This design comes from an exercise in tuning for small area and a short achievable clock period on the open sky130 flow, not from production work. At most, simulation tests tie the RTL to the original design; equivalence was not proved. No activity file was given, so power comes from the tool's default toggle rates.

## FIR_filter
module FIR_filter #(
    parameter  N1   = 8,
    parameter  N2 = 16 ,
    parameter integer N3  = 32
)(
    input  wire                      clk,
    input  wire                      rst,
    input  wire                      enable,
    input  wire signed [N2-1:0]    input_data,
    output  signed [N3-1:0]   sampleT,
   output   signed [N3-1:0] output_data
);
  reg [15:0] s0;
  reg [16:0] u0, u1, u2, u3, u4, u5;
  reg [7:0] ylo;
  reg yc;
  reg [16:0] yha, yhb;
  wire vs1, vc2;
  fir_fa u_vs1 (.a(u1[0]), .b(u3[0]), .c(~s0[0]), .s(vs1), .co(vc2));
  wire vs3, vc4;
  fir_fa u_vs3 (.a(u1[1]), .b(u3[1]), .c(~s0[1]), .s(vs3), .co(vc4));
  wire vs5, vc6;
  fir_fa u_vs5 (.a(~u5[1]), .b(vc2), .c(vs3), .s(vs5), .co(vc6));
  wire vs7, vc8;
  fir_fa u_vs7 (.a(u1[2]), .b(u3[2]), .c(~s0[2]), .s(vs7), .co(vc8));
  wire vs9, vc10;
  fir_fa u_vs9 (.a(~u5[2]), .b(vc4), .c(vs7), .s(vs9), .co(vc10));
  wire vs11, vc12;
  fir_fa u_vs11 (.a(u1[3]), .b(u3[3]), .c(~s0[3]), .s(vs11), .co(vc12));
  wire vs13, vc14;
  fir_fa u_vs13 (.a(~u5[3]), .b(vc8), .c(vs11), .s(vs13), .co(vc14));
  wire vs15, vc16;
  ...
Size: about 1,000 cells after synthesis, roughly 12,000 sq um of cells after synthesis.
Settings: LEC_CHECK=0, CAP_MARGIN=20, CORE_MARGIN=2, CORE_UTILIZATION=60, CTS_BUF_LIST=sky130_fd_sc_hd__clkbuf_8, CTS_CLUSTER_DIAMETER=100, CTS_CLUSTER_SIZE=40, PLACE_DENSITY=0.7, SLEW_MARGIN=20, SYNTH_HIERARCHICAL=1, SYNTH_MINIMUM_KEEP_SIZE=0; clock period 12.0 ns.
run.sh (not shown) runs the stock make flow with config.mk's settings and CLKGATE_MAP_FILE= SYNTH_SCRIPT=/design/flow/synth_recipe.tcl, a recipe that flattens the netlist after the stock synthesis.
Then changed:
--- a/flow/design.v
+++ b/flow/design.v
@@ -11,15 +11,15 @@
     output  signed [N3-1:0]   sampleT,
    output   signed [N3-1:0] output_data
 );
   reg [15:0] s0;
   reg [16:0] u0, u1, u2, u3, u4, u5;
   reg [7:0] ylo;
   reg yc;
-  reg [16:0] yha, yhb;
+  reg [16:0] yhp, yhg;
   wire vs1, vc2;
   fir_fa u_vs1 (.a(u1[0]), .b(u3[0]), .c(~s0[0]), .s(vs1), .co(vc2));
   wire vs3, vc4;
   fir_fa u_vs3 (.a(u1[1]), .b(u3[1]), .c(~s0[1]), .s(vs3), .co(vc4));
   wire vs5, vc6;
   fir_fa u_vs5 (.a(~u5[1]), .b(vc2), .c(vs3), .s(vs5), .co(vc6));
   wire vs7, vc8;
@@ -395,25 +395,25 @@
   wire [8:0] ylo_next_p = qa ^ qb;
   wire [8:0] ylo_next_g = qa & qb;
   wire [7:0] ylo_next_c;
   fir_pfx_ylo_next u_pfx_ylo_next (.p(ylo_next_p[7:0]), .g(ylo_next_g[7:0]), .c(ylo_next_c));
   wire [8:0] ylo_next = ylo_next_p ^ {ylo_next_c, 1'b0};
   wire [16:0] yha_next = {1'b1, qc372, qs373, qs369, qs363, qc340, qs339, qs323, qs305, qc270, qc252, qc234, qc216, qc198, qc180, qc162, qc144};
   wire [16:0] yhb_next = {1'b0, qc374, 1'b0, qc364, qc354, qs353, qc324, 1'b0, qc288, qs287, qs269, qs251, qs233, qs215, qs197, qs179, qs161};
+  wire [16:0] yhp_next = yha_next ^ yhb_next;
+  wire [16:0] yhg_next = yha_next & yhb_next;
   wire [16:0] ui_a = {input_data[15], input_data};
   wire [16:0] ui_b = {s0[15], s0};
   wire [16:0] u_in_p = ui_a ^ ui_b;
   wire [16:0] u_in_g = ui_a & ui_b;
   wire [15:0] u_in_c;
   fir_pfx_u_in u_pfx_u_in (.p(u_in_p[15:0]), .g(u_in_g[15:0]), .c(u_in_c));
   wire [16:0] u_in = u_in_p ^ {u_in_c, 1'b0};
-  wire [17:0] yo_a = {yha, yc};
-  wire [17:0] yo_b = {yhb, yc};
-  wire [17:0] yo_p = yo_a ^ yo_b;
-  wire [17:0] yo_g = yo_a & yo_b;
+  wire [17:0] yo_p = {yhp, 1'b0};
+  wire [17:0] yo_g = {yhg, yc};
   wire [16:0] yo_c;
   fir_pfx_yo u_pfx_yo (.p(yo_p[16:0]), .g(yo_g[16:0]), .c(yo_c));
   wire [17:0] yo = yo_p ^ {yo_c, 1'b0};
   wire yo_sgn0;
   fir_xor u_yo_sgn0 (.a(yo_p[17]), .b(yo_c[16]), .y(yo_sgn0));
   wire yo_sgn1;
   fir_xor u_yo_sgn1 (.a(yo_p[17]), .b(yo_c[16]), .y(yo_sgn1));
@@ -423,17 +423,17 @@
   fir_xor u_yo_sgn3 (.a(yo_p[17]), .b(yo_c[16]), .y(yo_sgn3));
   wire [24:0] y = {yo[17:1], ylo};
   wire [7:0] ysign = {{2{yo_sgn3}}, {2{yo_sgn2}}, {2{yo_sgn1}}, {2{yo_sgn0}}};
   always @(posedge clk) begin
     if (rst) begin
       s0 <= 16'd0;
       u0 <= 17'd0; u1 <= 17'd0; u2 <= 17'd0; u3 <= 17'd0; u4 <= 17'd0; u5 <= 17'd0;
-      ylo <= 8'd0; yc <= 1'b0; yha <= 17'd0; yhb <= 17'd0;
+      ylo <= 8'd0; yc <= 1'b0; yhp <= 17'd0; yhg <= 17'd0;
     end else if (enable) begin
-      ylo <= ylo_next[7:0]; yc <= ylo_next[8]; yha <= yha_next; yhb <= yhb_next;
+      ylo <= ylo_next[7:0]; yc <= ylo_next[8]; yhp <= yhp_next; yhg <= yhg_next;
       s0 <= input_data;
       u0 <= u_in; u1 <= u0; u2 <= u1; u3 <= u2; u4 <= u3; u5 <= u4;
     end
   end
   assign output_data = {ysign, y[23:0]};
   assign sampleT = {{16{s0[15]}}, s0};
 endmodule
Synthesized cell count hardly moves. Maximum frequency increases by a few percent. Hold slack degrades by 0.0069 ns. Utilization goes up by 1.5 points. Synthesized area fell by a few percent. Critical path depth came out lower by 1. Sequential power went up slightly. Power went up by a few percent. Global-route usage hardly moves. Non-clock buffer count stays the same. Via count hardly moves. Setup slack gains 0.31 ns.
Only the layout flow was run in the first run of this note; the RTL was not checked for function there.

-- what the ideal ports hide --
The flow's constraints put no driver on any port. The routed layouts listed below were extracted and timed again, unchanged, in two steps. Step 1: set_driving_cell puts a clkbuf_16 on clk and a buf_2 on each other input, an assumption about the parent block. Step 2 adds t to the input delays and takes it off the output delays; t is the mean of the earliest and latest rising clock arrival at the registers after step 1. Input paths then give back, and output paths get back, about the clock's delay inside the block. a / b / c = ideal / step 1 / step 2; a / b = the first two.
run | t, ns | slack for setup (ns) | latest minus earliest clock arrival (ns) | slew at the worst register clock pin (ns) | cell pins on the clock port's net
the first run | 0.490 | 6.522 / 6.483 / 6.505 | 0.022 / 0.023 | 0.10 / 0.10 | 1
the second run | 0.501 | 6.828 / 6.787 / 6.547 | 0.016 / 0.016 | 0.09 / 0.09 | 1
After both steps every run listed still meets setup and hold. The setup slack of the second run, which loses most, moves by -0.041 ns with the drivers and by -0.281 ns with both steps.
